Source: an optimization exercise on an open RTL-to-GDS flow (aim: small area, a short achievable clock period and few clock cycles per item). Production flows keep margins and buffers that such runs may drop. In this exercise RTL edits were held to simulation tests only and were not proved equivalent to the original. Power and IR drop assume default switching activity.

// seq_multiplier
module seq_multiplier #(
    parameter N = 32
)(
    input  wire clk,
    input  wire rst,
    input  wire start,
    input  wire [N-1:0] multiplicand,
    input  wire [N-1:0] multiplier,
    output wire [2*N-1:0] product,
    output wire busy,
    output wire done
);
==> flow/config.mk <==
export PLATFORM = sky130hd
export DESIGN_NAME = seq_multiplier
export DESIGN_NICKNAME = seq_multiplier
export VERILOG_FILES = /design/flow/design.v
export SDC_FILE = /design/flow/constraint.sdc
export NUM_CORES = 4
export LEC_CHECK = 0
export CAP_MARGIN = 20
export CORE_MARGIN = 2
export CORE_UTILIZATION = 50
export PLACE_DENSITY = 0.75
export SETUP_SLACK_MARGIN = 2.6
export SLEW_MARGIN = 20
export TNS_END_PERCENT = 5
==> flow/constraint.sdc <==
create_clock -name core_clock -period 4.5 [get_ports {clk}]
set_input_delay 0.9000 -clock core_clock [delete_from_list [all_inputs] [get_ports {clk}]]
set_output_delay 0.9000 -clock core_clock [all_outputs]
set_load 0.01 [all_outputs]
standard.sh (not shown) runs the stock make flow with config.mk's settings and CLKGATE_MAP_FILE= SYNTH_SCRIPT=/design/flow/synth_recipe.tcl, a recipe that flattens the netlist after the stock synthesis.
==> flow/flow/run.sh <==
#!/bin/bash
# Layout flow: the standard ORFS flow (standard.sh, the standard flow's synthesis script), with
#  - no adder-cell mapping (ADDER_MAP_FILE empty): full/half adders are left to abc as plain
#    gates instead of the slower sky130 fa/ha cells; registers are unchanged;
#  - port buffers made of sky130_fd_sc_hd__buf_2 instead of the default delay-cell buffers;
#  - clock tree synthesis without dummy load cells, with a clkbuf_16 root and clkbuf_8 leaves.
# make's full output goes to make_finish.log in the work folder; ORFS keeps each step's log
# under orfs/logs/.
set -euo pipefail
CTS="-sink_clustering_enable -repair_clock_nets -dont_use_dummy_load -root_buf sky130_fd_sc_hd__clkbuf_16 -buf_list sky130_fd_sc_hd__clkbuf_8"
bash standard.sh "ADDER_MAP_FILE=" "BUFFER_PORTS_ARGS=-buffer_cell sky130_fd_sc_hd__buf_2" "CTS_ARGS=$CTS" finish > make_finish.log 2>&1
test -f out/final.def
Testbench counts at the start, summed over its fixed seeds: cycles 19,200, items 1,600.
==> next run, changes <==
==> flow/flow/run.sh (replaced) <==
#!/bin/bash
# Layout flow: the standard ORFS flow (standard.sh, the standard flow's synthesis script), with
#  - no adder-cell mapping (ADDER_MAP_FILE empty): full/half adders are left to abc as plain
#    gates instead of the slower sky130 fa/ha cells; registers are unchanged;
#  - port buffers made of sky130_fd_sc_hd__buf_2 instead of the default delay-cell buffers;
#  - clock tree synthesis without dummy load cells, with a clkbuf_16 root and clkbuf_8 leaves;
#  - power recovery (downsizing cells on 30% of the paths with positive slack) after global routing.
# make's full output goes to make_finish.log in the work folder; ORFS keeps each step's log
# under orfs/logs/.
set -euo pipefail
CTS="-sink_clustering_enable -repair_clock_nets -dont_use_dummy_load -root_buf sky130_fd_sc_hd__clkbuf_16 -buf_list sky130_fd_sc_hd__clkbuf_8"
bash standard.sh "ADDER_MAP_FILE=" "BUFFER_PORTS_ARGS=-buffer_cell sky130_fd_sc_hd__buf_2" "CTS_ARGS=$CTS" RECOVER_POWER=30 finish > make_finish.log 2>&1
test -f out/final.def
This time the run completed and failed the layout checks on max-capacitance violations, max-slew violations. Non-clock buffer count does not change. Utilization shrinks by 0.12 points. Via count rose by about 0.5%. Worst setup slack gets worse by 0.93 ns. Combinational power stays flat. Total power stays flat. Global-route usage stays the same. Cell area is about the same. Clock-buffer cell count stays the same. Routed wire length stays flat. Area after synthesis stays the same.

---

Starting RTL as in the previous note.
export LEC_CHECK = 0
export CAP_MARGIN = 20
export CORE_MARGIN = 2
export CORE_UTILIZATION = 50
export PLACE_DENSITY = 0.75
export SETUP_SLACK_MARGIN = 2.6
export SLEW_MARGIN = 20
export TNS_END_PERCENT = 5
create_clock -name core_clock -period 4.5 [get_ports {clk}]
==> flow/flow/run.sh <==
#!/bin/bash
# Layout flow: the standard ORFS flow (standard.sh, the standard flow's synthesis script), with
#  - no adder-cell mapping (ADDER_MAP_FILE empty): full/half adders are left to abc as plain
#    gates instead of the slower sky130 fa/ha cells; registers are unchanged;
#  - port buffers made of sky130_fd_sc_hd__buf_2 instead of the default delay-cell buffers;
#  - clock tree synthesis without dummy load cells, with clkbuf_16 buffers and sink clusters of up to 40.
# make's full output goes to make_finish.log in the work folder; ORFS keeps each step's log
# under orfs/logs/.
set -euo pipefail
CTS="-sink_clustering_enable -repair_clock_nets -dont_use_dummy_load -sink_clustering_size 40 -sink_clustering_max_diameter 100 -root_buf sky130_fd_sc_hd__clkbuf_16 -buf_list sky130_fd_sc_hd__clkbuf_16"
bash standard.sh "ADDER_MAP_FILE=" "BUFFER_PORTS_ARGS=-buffer_cell sky130_fd_sc_hd__buf_2" "CTS_ARGS=$CTS" finish > make_finish.log 2>&1
test -f out/final.def
The baseline went through all stages and came out clean.
Testbench counts at the start, summed over its fixed seeds: cycles 19,200, items 1,600.
Then changed:
==> flow/flow/run.sh (replaced) <==
#!/bin/bash
# Layout flow: the standard ORFS flow (standard.sh, the standard flow's synthesis script), with
#  - no adder-cell mapping (ADDER_MAP_FILE empty): full/half adders are left to abc as plain
#    gates instead of the slower sky130 fa/ha cells; registers are unchanged;
#  - port buffers made of sky130_fd_sc_hd__buf_2 instead of the default delay-cell buffers;
#  - clock tree synthesis without dummy load cells, with a clkbuf_16 root and clkbuf_8 leaves;
#  - power recovery (downsizing cells on 60% of the paths with positive slack) after global routing.
# make's full output goes to make_finish.log in the work folder; ORFS keeps each step's log
# under orfs/logs/.
set -euo pipefail
CTS="-sink_clustering_enable -repair_clock_nets -dont_use_dummy_load -root_buf sky130_fd_sc_hd__clkbuf_16 -buf_list sky130_fd_sc_hd__clkbuf_8"
bash standard.sh "ADDER_MAP_FILE=" "BUFFER_PORTS_ARGS=-buffer_cell sky130_fd_sc_hd__buf_2" "CTS_ARGS=$CTS" RECOVER_POWER=60 finish > make_finish.log 2>&1
test -f out/final.def
The new run finished but failed the layout checks on max-capacitance violations, max-slew violations; design area drops by about 1.8%; global-route usage hardly moves; worst setup slack gets worse by 930 ps; clock skew rises by 15 ps; clock power went down by about 30%; non-clock buffer count rose by 6; hold slack is better by 4.0 ps.
Then changed:
==> flow/flow/run.sh (replaced) <==
#!/bin/bash
# Layout flow: the standard ORFS flow (standard.sh, the standard flow's synthesis script), with
#  - no adder-cell mapping (ADDER_MAP_FILE empty): full/half adders are left to abc as plain
#    gates instead of the slower sky130 fa/ha cells; registers are unchanged;
#  - port buffers made of sky130_fd_sc_hd__buf_2 instead of the default delay-cell buffers;
#  - clock tree synthesis without dummy load cells, with a clkbuf_16 root and clkbuf_8 leaves.
# make's full output goes to make_finish.log in the work folder; ORFS keeps each step's log
# under orfs/logs/.
set -euo pipefail
CTS="-sink_clustering_enable -repair_clock_nets -dont_use_dummy_load -root_buf sky130_fd_sc_hd__clkbuf_16 -buf_list sky130_fd_sc_hd__clkbuf_8"
bash standard.sh "ADDER_MAP_FILE=" "BUFFER_PORTS_ARGS=-buffer_cell sky130_fd_sc_hd__buf_2" "CTS_ARGS=$CTS" finish > make_finish.log 2>&1
test -f out/final.def
SETUP_SLACK_MARGIN = 2.7   (was 2.6)
Outcome:
- With this change the flow finished with timing, DRC and antenna clean
- setup slack gains 930 ps
- global-route usage grows by 0.74 points
- synthesized cell count stays the same
- cell count barely changes
- first-iteration DRC count grows by about 20%
- routed wire length grows by 0.51%

separate check: timing with driven ports:
The flow's constraints put no driver on any port. The routed layouts listed below were extracted and timed again, unchanged, in two steps.
Step 1 assumes that a clkbuf_16 drives the clock port and a buf_2 every other input.
Step 2 moves the port delays by t, midway between the first and last clock arrival at a register: inputs arrive t later, outputs are due t later. That takes back most of the time a late clock gives input paths.
Slacks: no drivers / after step 1 / after step 2; pairs: no drivers / after step 1.
run | t, ns | setup WS [ns] | cell pins on the clock port's net
the first run of note 1 | 0.424 | 2.573 / 2.531 / 2.177 | 1
the second run of note 1 | 0.425 | 1.642 / 1.642 / 1.642 | 1
the first run of note 2 | 0.469 | 2.581 / 2.546 / 2.187 | 1
the second run of note 2 | 0.425 | 1.652 / 1.652 / 1.652 | 1
the third run of note 2 | 0.413 | 2.578 / 2.550 / 2.187 | 1
For the first run of note 1, which loses most, drivers alone change the setup slack by -0.042 ns; drivers and shift together by -0.396 ns.
